What follows belongs to an exercise in optimizing a design on an open flow for small area; a production flow would make more cautious choices. Function was checked by simulation only, so behaviour that the tests miss may differ from the original. The flow treats the clock pin as an ideal source, which a real chip does not have. Power figures rest on the tool's default switching activity, not on a simulated workload.

--- flow/design.v ---
module DP_RAM #(
	parameter WIDTH  = 8,
	parameter DEPTH  = 16,
	parameter ADDR_W = $clog2(DEPTH)
)(
	input RSTn,
	input WR_CLK, RD_CLK,
	input WR_EN, RD_EN,
	input [ADDR_W-1:0] WR_ADDR, RD_ADDR,
	input [WIDTH-1:0]  WR_DATA,
	output logic [WIDTH-1:0] RD_DATA
);
logic [WIDTH-1:0] ram_model [0:DEPTH-1];
always_ff @(posedge WR_CLK) if (WR_EN) ram_model[WR_ADDR] <= WR_DATA;
always_ff @(posedge RD_CLK) if (RD_EN) RD_DATA <= ram_model[RD_ADDR];
endmodule
module SYNC_FIFO #(
	parameter WIDTH  = 8,
	parameter DEPTH  = 16,
	parameter PTR_W  = $clog2(DEPTH)
)(
	input CLK,
	input RSTn,
	input WR_EN, RD_EN,
	input [WIDTH-1:0] DATA_IN,
	output FIFO_FULL, FIFO_EMPTY,
	output [WIDTH-1:0] DATA_OUT
);
logic [WIDTH-1:0] mem [0:DEPTH-1];
logic [PTR_W:0]   cnt;           
logic [WIDTH-1:0] dout;
assign FIFO_EMPTY = cnt[PTR_W];
assign FIFO_FULL  = ~cnt[PTR_W] & (&cnt[PTR_W-1:0]);
wire grow   = WR_EN & ~RD_EN & ~FIFO_FULL;
wire shrink = RD_EN & ~WR_EN & ~FIFO_EMPTY;
wire wr_acc = WR_EN & (~FIFO_FULL | RD_EN);
always_ff @(posedge CLK) begin
  if (wr_acc) begin
    mem[0] <= DATA_IN;
    for (int i = 1; i < DEPTH; i++) mem[i] <= mem[i-1];
  end
end
logic [PTR_W:0] tgl;
assign tgl[0] = grow | shrink;
for (genvar i = 1; i <= PTR_W; i++) begin : g_tgl
  assign tgl[i] = tgl[i-1] & (cnt[i-1] ^ shrink);
end
always_ff @(posedge CLK)
  cnt <= RSTn ? (cnt ^ tgl) : '1;
logic [DEPTH:0] rsel;
FIFO_RDDEC u_rddec (.CNT(cnt), .SEL(rsel));
logic [WIDTH-1:0] rdata;
for (genvar b = 0; b < WIDTH; b++) begin : g_rdmux
  logic [DEPTH:0] d;
  for (genvar k = 0; k < DEPTH; k++) begin : g_d
    assign d[k] = mem[k][b];
  end
  assign d[DEPTH] = DATA_IN[b];
  FIFO_RDMUX u_rdmux (.SEL(rsel), .D(d), .Y(rdata[b]));
end
always_ff @(posedge CLK)
  dout <= rdata;
assign DATA_OUT = dout;
endmodule
module FIFO_RDDEC (
	input  [4:0]  CNT,
	output [16:0] SEL
);
for (genvar k = 0; k < 15; k++) begin : g_sel
  assign SEL[k] = (CNT[3:0] == k);    
end
assign SEL[15] = (CNT[3:0] == 4'd15) & ~CNT[4];
assign SEL[16] = CNT[4];
endmodule
module FIFO_RDMUX (
	input  [16:0] SEL,
	input  [16:0] D,
	output        Y
);
wire [5:0] g_n;
for (genvar k = 0; k < 5; k++) begin : g_aoi
  assign g_n[k] = ~((SEL[3*k]   & D[3*k])   |
                    (SEL[3*k+1] & D[3*k+1]) |
                    (SEL[3*k+2] & D[3*k+2]));
end
assign g_n[5] = ~((SEL[15] & D[15]) | (SEL[16] & D[16]));
assign Y = ~(g_n[0] & g_n[1] & g_n[2]) | ~(g_n[3] & g_n[4] & g_n[5]);
endmodule
--- flow/flow/run.sh ---
#!/bin/bash
# Standard layout (standard.sh) with these changes:
#  - synthesis: synth_pre.tcl replaces ORFS's ABC call (see there); the read
#    mux bit and the read decoder are kept as modules until after mapping,
#    then flattened by synth_recipe.tcl as usual
#  - a lighter clock tree (clkbuf_4, no dummy loads), with post_cts.tcl
#    upsizing any clock buffer whose flip-flops see a slow clock edge
#  - the smallest buffer on each port
# make's output goes to make.log; each ORFS step logs under orfs/logs/.
set -euo pipefail
cat flow/synth_pre.tcl synth_recipe.tcl > my_synth.tcl
bash standard.sh finish \
  "SYNTH_SCRIPT=$PWD/my_synth.tcl" \
  "SYNTH_KEEP_MODULES=FIFO_RDMUX FIFO_RDDEC" \
  "ABC_AMAP_MODULES=FIFO_RDMUX" \
  "POST_CTS_TCL=$PWD/flow/post_cts.tcl" "CLK_SLEW_TARGET=1.2e-10" \
  "CTS_ARGS=-sink_clustering_enable -repair_clock_nets -dont_use_dummy_load -buf_list sky130_fd_sc_hd__clkbuf_4" \
  "BUFFER_PORTS_ARGS=-buffer_cell sky130_fd_sc_hd__buf_1" \
  > make.log 2>&1
--- flow/flow/post_cts.tcl ---
# After CTS: upsize any clock buffer whose sinks see a slew above the
# threshold, one drive step at a time, then re-legalize the placement.
set clk_slew_limit 1.00e-10
if { [info exists ::env(CLK_SLEW_TARGET)] } { set clk_slew_limit $::env(CLK_SLEW_TARGET) }
set up_next [dict create \
  sky130_fd_sc_hd__clkbuf_1 sky130_fd_sc_hd__clkbuf_2 \
  sky130_fd_sc_hd__clkbuf_2 sky130_fd_sc_hd__clkbuf_4 \
  sky130_fd_sc_hd__clkbuf_4 sky130_fd_sc_hd__clkbuf_8 \
  sky130_fd_sc_hd__clkbuf_8 sky130_fd_sc_hd__clkbuf_16]
proc clk_sink_slew { inst } {
  set mx 0
  set net [[$inst findITerm X] getNet]
  foreach it [$net getITerms] {
    if { [$it isOutputSignal] } { continue }
    if { [string match *clkbuf* [[[$it getInst] getMaster] getName]] } { continue }
    set pin [get_pins [[$it getInst] getName]/[[$it getMTerm] getName]]
    foreach s [list [get_property $pin slew_max_rise] [get_property $pin slew_max_fall]] {
      if { $s > $mx } { set mx $s }
    }
  }
  return $mx
}
for { set pass 0 } { $pass < 4 } { incr pass } {
  estimate_parasitics -placement
  set changed 0
  foreach inst [[ord::get_db_block] getInsts] {
    set m [[$inst getMaster] getName]
    if { ![dict exists $up_next $m] } { continue }
    if { [[[$inst findITerm X] getNet] getSigType] ne "CLOCK" } { continue }
    set s [clk_sink_slew $inst]
    if { $s * 1e-9 > $clk_slew_limit } {
      puts "post_cts: [$inst getName] $m sink slew $s -> [dict get $up_next $m]"
      replace_cell [get_cells [$inst getName]] [dict get $up_next $m]
      incr changed
    }
  }
  if { $changed == 0 } { break }
}
detailed_placement
check_placement -verbose
estimate_parasitics -placement
--- flow/flow/synth_pre.tcl ---
# Sourced ahead of synth_recipe.tcl. Replaces ORFS's ABC call: the modules in
# ABC_AMAP_MODULES (kept whole through mapping) are mapped with ABC's area
# mapper, the rest with ABC's default script. ORFS's delay target and output
# load are dropped: the layout's repair sizes the cells afterwards.
proc abc {args} {
  set out {}; set skip 0
  foreach a $args {
    if { $skip } { set skip 0; continue }
    if { $a in {-script -constr -D} } { set skip 1; continue }
    lappend out $a
  }
  if { [info exists ::env(ABC_AMAP_MODULES)] && $::env(ABC_AMAP_MODULES) ne "" } {
    yosys abc {*}$out -script "+strash;amap" {*}$::env(ABC_AMAP_MODULES)
  }
  # cells already mapped above are left alone by this call
  yosys abc {*}$out
}
--- flow/standard.sh ---
#!/bin/bash
# synth_recipe.tcl (not shown) runs the flow's synth.tcl, then flattens the netlist and writes it again
# the make line also repeats each setting of config.mk as NAME=value (left out here)
make -C /OpenROAD-flow-scripts/flow DESIGN_CONFIG=/design/flow/config.mk WORK_HOME=/design/flow/orfs CLKGATE_MAP_FILE= SYNTH_SCRIPT=/design/flow/synth_recipe.tcl "${@:-finish}"
--- flow/config.mk ---
export PLATFORM = sky130hd
export DESIGN_NAME = SYNC_FIFO
export DESIGN_NICKNAME = SYNC_FIFO
export VERILOG_FILES = /design/flow/design.v
export SDC_FILE = /design/flow/constraint.sdc
export NUM_CORES = 4
export LEC_CHECK = 0
export CAP_MARGIN = 5
export CORE_MARGIN = 2
export CORE_UTILIZATION = 65
export PLACE_DENSITY = 0.75
export SLEW_MARGIN = 5
--- flow/constraint.sdc ---
create_clock -name core_clock -period 5.0 [get_ports {CLK}]
set_input_delay 1.0000 -clock core_clock [delete_from_list [all_inputs] [get_ports {CLK}]]
set_output_delay 1.0000 -clock core_clock [all_outputs]
set_load 0.01 [all_outputs]
==> reports/summary.md, run 1 <==
* 6.92 — routed via count divided by cell count
* primary output — endpoint class of the critical path
* 0 — final hold violations
* 141 — clk sinks
* 0 — number of inserted diodes
* 8960 µm — final wirelength
* 23.7% — gr usage total
* finished clean — outcome
* 6 — depth of the worst register-to-register path
* 12 — largest driver fanout on the critical path
* 91.2 µm — Die Span X
* 0.0436 ns — Worst Skew
* 255 — Post-Synthesis Cells
* flip-flop to primary output — type of the worst setup path
* 310 — final net count
* 7.43% — share of final-layout standard cells stronger than drive strength 1
* 1.73 nW — leakage dissipation
* 0.00733 mm² — Core Footprint
* 22.7 µm — post-detailed-route wirelength per cell
* 0 — total congestion overflow after global routing
* 0 — number of setup violations in the final report
* 0 — worst hold stages
* 0.00218 W — Final Total Pwr
* 0 — DR DRC count
* built — TritonCTS clock tree
* flip-flop — launching element type of the critical path
* 19.4 µm² — average size of a mapped cell
* 67.5% — effective utilization at floorplan
* 6 — detailed-router iteration count before antenna repair
* 409 mW/mm² — pwr/cell area
* 18.0% — worst rel slew slack
* 0 — number of antenna violations at the first check in global routing
* 2 — warning count from the yosys run
* 0.00495 mm² — Cell Area, Synth
* 0.00832 mm² — full die area
* 141 — FF+latch count, synth
* mem[3][0] — hold wc startpoint
* 0 — number of nets still failing antenna checks after routing
* cnt[2] — beginning of the worst register-to-register path
* cnt[2] — first element of the critical path
* 0.834 — weighted congestion at the end of routability-driven global placement
* 0.369 GHz — f_max
* 21 — count of buffers inserted at the top-level ports
* 5650 µm — HPWL after detailed placement
* 0.427 ns — worst hold margin
* 7.61% — growth of design area from synthesis to finish
* 4.00 ns — required time at the endpoint of the critical path
* 1.71 ns — Critical Path AT
* 0.000269 V — Worst VDD drop
* 83.0% — Seq/Total Area, Yosys
* 54.2% — Tcrit/Tclk final
* 0 — # Max-Cap Violations
* 0 ns — Total Negative Setup Slacks
* 91.2 µm — height of the die
* 2733 — vias post-DR
* 1.22 ns — measured slew at the worst slew-check pin
* 2569 — via count of the first global-routing pass
* 14300 µm — first-pass GRT wire length
* 267 — total nets after synthesis
* 0.12 ns — CTS clock-pin slew for the worst setup and hold paths
* 129 — largest net degree at the start of global routing
* flip-flop to flip-flop — HP Class
* 0.51 ns — clock latency of the later-clocked register in the worst-skew pair
* 31 — row count
* 455 — iteration-0 DRC count of the detailed router
* false — unrepaired setup endpoints after global routing
* 26 — number of distinct library cells after synthesis
* 2.71 ns — final critical-path required period
* 22 — boundary pin count
* 0 — number of max-slew violations in the final report
* 72.6% — utilization after layout
## synthesized netlist by cell type
library cell / number / area (µm²)
sky130_fd_sc_hd__a211oi_1: 1 / 7.51
sky130_fd_sc_hd__a2111oi_0: 1 / 8.76
sky130_fd_sc_hd__o21ai_0: 3 / 15.0
sky130_fd_sc_hd__xnor2_1: 2 / 17.5
sky130_fd_sc_hd__nand2_1: 13 / 48.8
sky130_fd_sc_hd__nor3b_1: 2 / 15.0
sky130_fd_sc_hd__nor4_1: 1 / 6.26
sky130_fd_sc_hd__buf_4: 1 / 7.51
sky130_fd_sc_hd__a221oi_1: 8 / 70.1
sky130_fd_sc_hd__nand2b_1: 5 / 31.3
sky130_fd_sc_hd__clkinv_1: 1 / 3.75
sky130_fd_sc_hd__o2bb2ai_1: 1 / 8.76
sky130_fd_sc_hd__nand4_1: 8 / 50.1
sky130_fd_sc_hd__mux2i_1: 1 / 10.0
sky130_fd_sc_hd__a222oi_1: 40 / 400
sky130_fd_sc_hd__edfxtp_1: 128 / 3840
sky130_fd_sc_hd__nor3_1: 7 / 35.0
sky130_fd_sc_hd__a21boi_0: 3 / 22.5
sky130_fd_sc_hd__or3b_1: 1 / 8.76
sky130_fd_sc_hd__nor2_1: 10 / 37.5
sky130_fd_sc_hd__nor4b_1: 1 / 8.76
sky130_fd_sc_hd__o2111ai_1: 1 / 8.76
sky130_fd_sc_hd__a21o_1: 1 / 7.51
sky130_fd_sc_hd__dfxtp_1: 13 / 260
sky130_fd_sc_hd__nand3b_1: 1 / 7.51
sky130_fd_sc_hd__nor2b_1: 1 / 6.26
## flip-flops by register name, indices dropped and copies added (netlist names)
signal  cells
dout        8
cnt         5
mem       128
## routing by layer
layer	GRT usage (%)	part of all wire [%]	vias up	routed length, µm
met3	7.05	11	10	1000
met1	37.0	43	1326	3840
met4	7.83	1.1	0	103
li1	-	-	1215	-
met2	32.4	45	182	4020
met5	0	0	-	0
## power breakdown
part	switching (W)	internal (W)	leakage, nW
Clock	0.000315	0.000156	0.0782
Combinational	0.000131	0.0000729	0.291
Sequential	0.0000761	0.00143	1.36
## cell families (layout without fill, tap and decap cells)
kind of cell / count (synthesis) / count (layout) / share of synthesized area, %
AO/OA/AOI/OAI: 59 / 59 / 11.1
AND/OR/NAND/NOR: 50 / 50 / 5.16
multiplexers: 1 / 1 / 0.202
flip-flops: 141 / 141 / 83.0
buffers and inverters: 2 / 43 / 0.228
XOR/XNOR: 2 / 2 / 0.354
## layout make-up
class | instances | area [µm²]
tap | 99 | 124
fill | 436 | 2010
timing repair buffer | 25 | 121
clock buffer | 17 | 128
multi-input combinational | 112 | 843
sequential | 141 | 4100
inverter | 1 | 3.75
## cells in the final DEF (no fill, tap or decap), types with 2 or more instances in the layout
| cell | synthesis | layout |
|---|---|---|
| sky130_fd_sc_hd__nand2_1 | 13 | 13 |
| sky130_fd_sc_hd__a221oi_1 | 8 | 8 |
| sky130_fd_sc_hd__buf_4 | 1 | 3 |
| sky130_fd_sc_hd__clkbuf_4 | 0 | 17 |
| sky130_fd_sc_hd__edfxtp_1 | 128 | 128 |
| sky130_fd_sc_hd__nor2_1 | 10 | 10 |
| sky130_fd_sc_hd__nor3_1 | 7 | 7 |
| sky130_fd_sc_hd__xnor2_1 | 2 | 2 |
| sky130_fd_sc_hd__dfxtp_1 | 13 | 13 |
| sky130_fd_sc_hd__nand2b_1 | 5 | 5 |
| sky130_fd_sc_hd__nor3b_1 | 2 | 2 |
| sky130_fd_sc_hd__buf_1 | 0 | 21 |
| sky130_fd_sc_hd__a21boi_0 | 3 | 2 |
| sky130_fd_sc_hd__nand4_1 | 8 | 8 |
| sky130_fd_sc_hd__o21ai_0 | 3 | 3 |
| sky130_fd_sc_hd__a222oi_1 | 40 | 40 |
## modules after synthesis (local to each module, per instance)
module | cells | area [µm²]
FIFO_RDDEC | 23 | 111
FIFO_RDMUX | 8 | 68.8
SYNC_FIFO | 168 | 4290
## path summary, 6_finish.rpt
kind / to / slack (ns)
max: FIFO_FULL / 2.29
min: mem[4][0] / 0.43
max reg2reg: dout[6] / 2.84
min reg2reg: mem[4][0] / 0.43
## stage by stage
step	worst slack (ns)	cells	cell area [µm²]
after global placement	2.63	378	5200
after floorplan	1.24	255	4960
after global routing	2.12	395	5320
final	2.29	395	5320
after detailed placement	2.55	378	5200
## critical path, cell delays in order, from the launching register on
cell and delay, ns:
sky130_fd_sc_hd__dfxtp_1 0.59, sky130_fd_sc_hd__nand3b_1 0.15, sky130_fd_sc_hd__nor2_1 0.28, sky130_fd_sc_hd__buf_1 0.19
==> run 2, diff against run 1 <==
--- a/flow/config.mk
+++ b/flow/config.mk
@@ -7,6 +7,6 @@
 export LEC_CHECK = 0
 export CAP_MARGIN = 5
 export CORE_MARGIN = 2
-export CORE_UTILIZATION = 65
-export PLACE_DENSITY = 0.75
+export CORE_UTILIZATION = 55
+export PLACE_DENSITY = 0.65
 export SLEW_MARGIN = 5
==> reports/summary.md, run 2 <==
* finished clean — outcome
* false — unrepaired setup endpoints after global routing
* 388 — total placed cells including tap cells, +2.6%
* 14900 µm — first-pass GRT wire length, +4.0%
* 1 — buffers and inverters on the worst path, unchanged
* 255 — Post-Synthesis Cells, unchanged
* 86 — largest net degree at the start of global routing, -33%
* 411 mW/mm² — pwr/cell area, +0.42%
* 128 — Largest register FFs, unchanged
* 77.7% — Synth top area share, unchanged
* 0.50 ns — critical path's largest stage delay, -0.09 ns
* 141 — clk sinks, unchanged
* 0 ns — Total Negative Setup Slacks, unchanged
* 0.00534 mm² — post-route design area, +0.23%
* 267 — total nets after synthesis, unchanged
* sky130_fd_sc_hd__edfxtp_1 — post-synthesis cell type with the largest combined area
* 0.000292 V — Worst VDD drop, +8.6%
* 2.72 ns — final critical-path required period, +0.00969 ns
* 0.429 ns — worst hold margin, +0.00167 ns
* 2 — warning count from the yosys run, unchanged
* 405 — final cell count without fillers, +2.5%
* 1.73 nW — leakage dissipation, +0.17%
* 23.2 µm — post-detailed-route wirelength per cell, +2.4%
* 0.0317 ns — Worst Skew, -0.0119 ns
* 7.87% — growth of design area from synthesis to finish
* 0.00520 mm² — post-detailed-placement cell area, +0.12%
* 6.72 — routed via count divided by cell count, -2.9%
* 34 — row count, +9.7%
* 0 — # Max-Cap Violations, unchanged
* 98.8 µm — Die Span X, +8.3%
* cnt[4] — beginning of the worst register-to-register path
* 56.7% — effective utilization at floorplan, -11 points
* 0 — final hold violations, unchanged
* 0.368 GHz — f_max, -0.36%
* 19.4 µm² — average size of a mapped cell, unchanged
* 54.4% — Tcrit/Tclk final, +0.19 points
* sky130_fd_sc_hd__edfxtp_1 (78%), sky130_fd_sc_hd__a222oi_1 (8.1%), sky130_fd_sc_hd__dfxtp_1 (5.3%) — cell types with the largest area share after synthesis
* primary output — endpoint class of the critical path
* 2545 — via count of the first global-routing pass, -0.93%
* 0 — worst hold stages, unchanged
* 4.00 ns — required time at the endpoint of the critical path, about the same
* simple AND/OR/NAND/NOR gates — family of cells with the greatest summed delay on the critical path
* 0.11 ns — CTS clock-pin slew for the worst setup and hold paths, about the same
* 0.49 ns — clock latency of the later-clocked register in the worst-skew pair, -0.02 ns
* sky130_fd_sc_hd__edfxtp_1 — Top FF cell, synth
* 0 — DR DRC count, unchanged
* 98.8 µm — height of the die, +8.3%
* 0 — number of setup violations in the final report, unchanged
* 9410 µm — final wirelength, +5.0%
* 1.72 ns — Critical Path AT, about the same
* 0 — number of max-slew violations in the final report, unchanged
* 21 — count of buffers inserted at the top-level ports, unchanged
* 17.9% — worst rel slew slack, -0.17 points
* mem[0][6] — worst reg2reg path endpoint
* 0 — number of inserted diodes, unchanged
* mem (128), dout (8), cnt (5) — registers with the highest flip-flop counts
* built — TritonCTS clock tree
* mem[3][0] — hold wc startpoint
* sky130_fd_sc_hd__edfxtp_1 (128), sky130_fd_sc_hd__a222oi_1 (40), sky130_fd_sc_hd__dfxtp_1 (13), sky130_fd_sc_hd__nand2_1 (13), sky130_fd_sc_hd__nor2_1 (10) — top cells by count, synth
* 22 — boundary pin count, unchanged
* 0 — number of nets still failing antenna checks after routing, unchanged
* 0.00872 mm² — Core Footprint, +19%
* flip-flop to flip-flop — HP Class
* 311 — final net count, +0.32%
* 0.00977 mm² — full die area, +17%
* 141 — FF+latch count, synth, unchanged
* flip-flop — launching element type of the critical path
* 20.8% — gr usage total, -2.9 points
* 3 — Critical Path Stages, unchanged
* 5800 µm — HPWL after detailed placement, +2.5%
* 2721 — vias post-DR, -0.44%
* sky130_fd_sc_hd__edfxtp_1 — most common cell after layout, fill and taps aside
* 843 µm² — area of combinational cells with multiple inputs, unchanged
* 0.00410 mm² — sequential cell area, unchanged
* 2.58 ns — setup slack on the worst flop-to-flop path, -0.26 ns
* flip-flop to primary output — type of the worst setup path
* 7.74% — share of final-layout standard cells stronger than drive strength 1, +0.31 points
* 0 — number of antenna violations at the first check in global routing, unchanged
* 83.0% — Seq/Total Area, Yosys, unchanged
* mem[4][0] — end of the worst hold path
* 332 — iteration-0 DRC count of the detailed router, -27%
* 646 — number of fill cells in the layout, +48%
* 26 — number of distinct library cells after synthesis, unchanged
* sky130_fd_sc_hd__dfxtp_1 — Slowest cell on crit path
* sky130_fd_sc_hd__edfxtp_1 (128), sky130_fd_sc_hd__a222oi_1 (40), sky130_fd_sc_hd__buf_1 (21), sky130_fd_sc_hd__clkbuf_4 (16) — top library cells by usage in the layout, fill and taps aside
* 0.00495 mm² — Cell Area, Synth, unchanged
* 15 — largest driver fanout on the critical path, +3
* 0.811 — weighted congestion at the end of routability-driven global placement, -2.7%
* 0% — async set-reset flop share out of synthesis, unchanged
* 128 — number of synthesized flops with an enable pin, unchanged
* sky130_fd_sc_hd__edfxtp_1 — most instantiated library cell after synthesis
* 4 — depth of the worst register-to-register path, -2
* 0 — total congestion overflow after global routing, unchanged
* mem — register name with the most flops
* nand3b_1 -> nor2_1 -> buf_1 — chain of cells forming the critical path
* 7 — detailed-router iteration count before antenna repair, +1
* 1.22 ns — measured slew at the worst slew-check pin, +0.00254 ns
[run 2: how the worst max path moves through the flow]
stage	start	to	slack [ns]
3_5_place_dp	RD_EN	mem[5][1]	2.29
6_report	cnt[4]	FIFO_FULL	2.28
5_1_grt	cnt[4]	FIFO_FULL	2.14
2_1_floorplan	RD_EN	mem[0][0]	1.24
3_3_place_gp	RD_EN	mem[4][1]	2.34
[run 2: final cells by class]
| class | count | share of cell area (%) |
|---|---|---|
| well taps | 108 | 2.53 |
| clock buffers | 17 | 2.51 |
| flip-flops and latches | 141 | 76.9 |
| inverters | 1 | 0.0703 |
| multi-input cells | 112 | 15.8 |
| repair buffers | 26 | 2.18 |
[run 2: metal layers]
metal	part of all wire, %	vias up	track usage [%]	routed length, µm
li1	-	1217	-	-
met3	10	9	6.52	937
met4	1.2	0	6.32	112
met5	0	-	0	0
met2	43	164	27.2	4080
met1	45	1331	33.4	4280
[run 2: Yosys stat by module (local to each module, per instance)]
| module | cells inside | flip-flops and latches | times used | area (µm²) |
|---|---|---|---|---|
| FIFO_RDMUX | 8 | 0 | 8 | 68.8 |
| FIFO_RDDEC | 23 | 0 | 1 | 111 |
| SYNC_FIFO | 168 | 141 | 1 | 4290 |
[run 2: cell families (layout without fill, tap and decap cells)]
kind of cell	count (synthesis)	after routing	synth area share [%]
xor gates and xnor gates	2	2	0.354
AOI/OAI and AO/OA	59	59	11.1
muxes	1	1	0.202
DFF	141	141	83.0
buffers and inverters	2	44	0.228
and+or+nand+nor	50	50	5.16
[run 2: stage by stage]
step	worst slack (ns)	util, %	total power [W]
finish	2.28	61.2	0.00219
global route	2.14	61.2	0.00229
global placement	2.34	59.7	0.00172
floorplan	1.24	-	0.00164
detailed placement	2.29	59.7	0.00173
[run 2: report_power, final]
| group | switching (W) | internal [W] | total (W) |
|---|---|---|---|
| clock | 0.000322 | 0.000164 | 0.000486 |
| sequential | 0.0000752 | 0.00143 | 0.00150 |
| combinational | 0.000132 | 0.0000718 | 0.000203 |
| total | 0.000528 | 0.00166 | 0.00219 |
==> run 3, diff against run 2 <==
==> flow/flow/run.sh (replaced) <==
#!/bin/bash
# Standard layout (standard.sh) with these changes:
#  - synthesis: synth_pre.tcl replaces ORFS's ABC call (see there); the read
#    mux bit and the read decoder are kept as modules until after mapping,
#    then flattened by synth_recipe.tcl as usual; the mux bit and the top
#    module's own logic use ABC's area mapper
#  - a lighter clock tree (clkbuf_4, no dummy loads), with post_cts.tcl
#    upsizing any clock buffer whose flip-flops see a slow clock edge
#  - the smallest buffer on each port
# make's output goes to make.log; each ORFS step logs under orfs/logs/.
set -euo pipefail
cat flow/synth_pre.tcl synth_recipe.tcl > my_synth.tcl
bash standard.sh finish \
  "SYNTH_SCRIPT=$PWD/my_synth.tcl" \
  "SYNTH_KEEP_MODULES=FIFO_RDMUX FIFO_RDDEC" \
  "ABC_AMAP_MODULES=FIFO_RDMUX SYNC_FIFO" \
  "POST_CTS_TCL=$PWD/flow/post_cts.tcl" "CLK_SLEW_TARGET=1.2e-10" \
  "CTS_ARGS=-sink_clustering_enable -repair_clock_nets -dont_use_dummy_load -buf_list sky130_fd_sc_hd__clkbuf_4" \
  "BUFFER_PORTS_ARGS=-buffer_cell sky130_fd_sc_hd__buf_1" \
  > make.log 2>&1
==> reports/summary.md, run 3 <==
* finished clean — outcome
* 6.67 — routed via count divided by cell count, -0.80%
* mem (128), dout (8), cnt (5) — registers with the highest flip-flop counts
* 385 mW/mm² — pwr/cell area, -6.3%
* 0 — number of nets still failing antenna checks after routing, unchanged
* built — TritonCTS clock tree
* 0 — number of antenna violations at the first check in global routing, unchanged
* 22 — boundary pin count, unchanged
* cnt[4] — worst reg2reg path endpoint
* 2.08 ns — Worst Slack Setup Final, -0.198 ns
* 18 — number of distinct library cells after synthesis, -31%
* 1.68 ns — worst setup slack after placement, -0.610 ns
* 128 — Largest register FFs, unchanged
* 0 — total congestion overflow after global routing, unchanged
* 141 — clk sinks, unchanged
* 98.7 µm — height of the die, -0.13%
* 421 — iteration-0 DRC count of the detailed router, +27%
* 86 — largest net degree at the start of global routing, unchanged
* cnt[2] — beginning of the worst register-to-register path
* input pin — launching element type of the critical path
* sky130_fd_sc_hd__edfxtp_1 (78%), sky130_fd_sc_hd__a222oi_1 (8.1%), sky130_fd_sc_hd__dfxtp_1 (5.3%) — cell types with the largest area share after synthesis
* input pin to flip-flop — type of the worst setup path
* 0 — final hold violations, unchanged
* sky130_fd_sc_hd__edfxtp_1 — Top FF cell, synth
* 2487 — via count of the first global-routing pass, -2.3%
* met1 — GRT Max-Usage Layer
* 0.12 ns — CTS clock-pin slew for the worst setup and hold paths, about the same
* 128 — number of synthesized flops with an enable pin, unchanged
* 21 — count of buffers inserted at the top-level ports, unchanged
* 0.343 GHz — f_max, -6.8%
* 0.427 ns — worst hold margin, -0.00155 ns
* sky130_fd_sc_hd__nor3_1 — Slowest cell on crit path
* sky130_fd_sc_hd__edfxtp_1 — post-synthesis cell type with the largest combined area
* 13 — depth of the worst register-to-register path, +9
* 0.50 ns — clock latency of the later-clocked register in the worst-skew pair, about the same
* 0 — number of inserted diodes, unchanged
* 5 — buffers and inverters on the worst path, +4
* 2 — warning count from the yosys run, unchanged
* 1.18 ns — measured slew at the worst slew-check pin, -0.0433 ns
* 7.89% — share of final-layout standard cells stronger than drive strength 1, +0.15 points
* 98.7 µm — Die Span X, -0.13%
* 0 — # Max-Cap Violations, unchanged
* flip-flop to flip-flop — HP Class
* 20.8% — worst rel slew slack, +2.9 points
* buf_1 -> clkinv_1 -> nor3_1 -> clkinv_1 -> nor2_1 -> a21oi_1 -> nor2_1 -> o221ai_1 -> clkinv_1 -> o221ai_1 -> clkinv_1 -> o221ai_1 -> nor2_1 -> a21oi_1 -> o21ai_0 — chain of cells forming the critical path
* sky130_fd_sc_hd__edfxtp_1 — most instantiated library cell after synthesis
* sky130_fd_sc_hd__edfxtp_1 (128), sky130_fd_sc_hd__a222oi_1 (40), sky130_fd_sc_hd__buf_1 (21), sky130_fd_sc_hd__clkbuf_4 (16) — top library cells by usage in the layout, fill and taps aside
* 83.2% — Seq/Total Area, Yosys, +0.23 points
* 7.96% — growth of design area from synthesis to finish, about the same
* 14500 µm — first-pass GRT wire length, -2.5%
* 261 — Post-Synthesis Cells, +2.4%
* mem — register name with the most flops
* false — unrepaired setup endpoints after global routing
* sky130_fd_sc_hd__edfxtp_1 — most common cell after layout, fill and taps aside
* 0.00974 mm² — full die area, -0.26%
* 0.00493 mm² — Cell Area, Synth, -0.28%
* 58.4% — Tcrit/Tclk final, +4.0 points
* 0 — number of max-slew violations in the final report, unchanged
* flip-flop — endpoint class of the critical path
* simple AND/OR/NAND/NOR gates — family of cells with the greatest summed delay on the critical path
* sky130_fd_sc_hd__edfxtp_1 (128), sky130_fd_sc_hd__a222oi_1 (40), sky130_fd_sc_hd__dfxtp_1 (13), sky130_fd_sc_hd__nor2_1 (13), sky130_fd_sc_hd__nand2_1 (11) — top cells by count, synth
* 56.6% — effective utilization at floorplan, -0.16 points
* 28.3% — met2 routing resource usage after global routing, +1.1 points
* 9370 µm — final wirelength, -0.40%
* 273 — total nets after synthesis, +2.2%
* 77.9% — Synth top area share, +0.22 points
* 0.47 ns — critical path's largest stage delay, -0.03 ns
* 2.13 ns — setup slack on the worst flop-to-flop path, -0.45 ns
* 0 ns — Total Negative Setup Slacks, unchanged
* 141 — FF+latch count, synth, unchanged
* sky130_fd_sc_hd__clkinv_1 — dominant cell type by count on the critical path
* 1.73 nW — leakage dissipation, about the same
* 2.92 ns — final critical-path required period, +0.198 ns
* 0% — async set-reset flop share out of synthesis, unchanged
* mem[13][1] — hold wc startpoint
* 645 — number of fill cells in the layout, -0.15%
* 0 — worst hold stages, unchanged
* 0.00872 mm² — Core Footprint, unchanged
* 31.5% — M1 GR Usage, -1.9 points
* mem[14][1] — end of the worst hold path
* 18.9 µm² — average size of a mapped cell, -2.6%
* 3.33 ns — Critical Path AT, +1.61 ns
* 5 — detailed-router iteration count before antenna repair, -2
* 6.31% — met3 track demand over resource, -0.21 points
* 0.000194 V — Worst VDD drop, -34%
* 5.41 ns — required time at the endpoint of the critical path, +1.41 ns
* 318 — final net count, +2.3%
* 2746 — vias post-DR, +0.92%
* 0.935 — weighted congestion at the end of routability-driven global placement, +15%
* 0 — number of setup violations in the final report, unchanged
* 5 — largest driver fanout on the critical path, -10
* 0.0316 ns — Worst Skew, -0.0000896 ns
* 22.7 µm — post-detailed-route wirelength per cell, -2.1%
* 0 — DR DRC count, unchanged
* 34 — row count, unchanged
* 5920 µm — HPWL after detailed placement, +2.2%
* 20.2% — gr usage total, -0.52 points
run 3: changes by cell type after synthesis, sizes merged, moves of 2 or more:
| cell | before | now |
|---|---|---|
| clkinv | 1 | 9 |
| a21oi | 0 | 4 |
| a21boi | 3 | 0 |
| nor2 | 10 | 13 |
| o221ai | 0 | 3 |
| a22oi | 0 | 2 |
| nand2 | 13 | 11 |
| nor3b | 2 | 0 |
| o21ai | 3 | 5 |
| xnor2 | 2 | 0 |
run 3: how the worst max path moves through the flow:
stage	cells past startpoint	to	slack, ns	start
after floorplan	1	mem[0][0]	0.62	RD_EN
after global placement	15	cnt[4]	1.86	RD_EN
after detailed placement	15	cnt[4]	1.68	RD_EN
after global routing	15	cnt[4]	1.82	RD_EN
final	15	cnt[4]	2.08	RD_EN
run 3: metrics by stage:
stage	total power, W	cells	area, µm²	utilization (%)
after global placement	0.00158	395	5190	59.5
final	0.00205	412	5330	61.1
after floorplan	0.00153	261	4930	-
after global routing	0.00213	412	5330	61.1
after detailed placement	0.00159	395	5190	59.5
run 3: worst reg2reg max path, cell delays in order (launching register included):
cell	delay, ns
sky130_fd_sc_hd__dfxtp_1	0.53
sky130_fd_sc_hd__clkinv_1	0.18
sky130_fd_sc_hd__nor4_1	0.53
sky130_fd_sc_hd__clkinv_1	0.23
sky130_fd_sc_hd__a31oi_1	0.30
sky130_fd_sc_hd__nor2_1	0.11
sky130_fd_sc_hd__o221ai_1	0.12
sky130_fd_sc_hd__clkinv_1	0.15
sky130_fd_sc_hd__o221ai_1	0.12
sky130_fd_sc_hd__clkinv_1	0.13
sky130_fd_sc_hd__o221ai_1	0.11
sky130_fd_sc_hd__nor2_1	0.06
sky130_fd_sc_hd__a21oi_1	0.12
sky130_fd_sc_hd__o21ai_0	0.08
run 3: kinds of logic after synthesis:
group,count (synthesis),share of synthesized area [%]
DFF,141,83.2
AOI/OAI and AO/OA,64,11.6
and+or+nand+nor,46,4.41
buffers and inverters,10,0.837
run 3: Yosys stat by module (local to each module, per instance):
| module | flops+latches | cells |
|---|---|---|
| FIFO_RDDEC | 0 | 23 |
| FIFO_RDMUX | 0 | 8 |
| SYNC_FIFO | 141 | 174 |
run 3: layer usage:
layer | share of wire (%) | routed length [µm]
met4 | 0.67 | 63
met3 | 8.6 | 802
met1 | 45 | 4240
met2 | 46 | 4270
met5 | 0 | 0
run 3: power by group:
group          switching (W)  total (W)  internal, W
Clock               0.000322   0.000486     0.000164
Combinational      0.0000864   0.000131    0.0000442
Sequential         0.0000496    0.00143      0.00138
run 3: final cells by class:
type / instances / area [µm²] / share of cell area (%)
flip-flops and latches: 141 / 4100 / 77.0
inverters: 9 / 33.8 / 0.634
clock buffers: 17 / 134 / 2.51
multi-input cells: 110 / 796 / 14.9
well taps: 108 / 135 / 2.54
repair buffers: 27 / 124 / 2.33

## re-timing with driven ports
How much do the figures lean on ideal ports? The routed layouts below were timed once more, with nothing changed but the port constraints.
Step 1, drivers: a clkbuf_16 drives CLK and a buf_2 each remaining input, both assumed.
Step 2 also shifts input and output timing later by t, the mid clock arrival at the registers, as if the neighbouring blocks saw the same clock.
a / b / c = ideal ports / drivers / drivers and shift; a / b = the first two.
run	shift t [ns]	setup WS [ns]	worst register clock-pin slew, ns
run 1	0.515	2.289 / 2.258 / 2.529	0.12 / 0.12
run 2	0.511	2.279 / 2.247 / 2.261	0.11 / 0.11
run 3	0.516	2.081 / 2.057 / 1.570	0.12 / 0.12
After both steps every run listed still meets setup and hold. The setup slack of run 3, which loses most, moves by -0.024 ns with the drivers and by -0.511 ns with both steps.
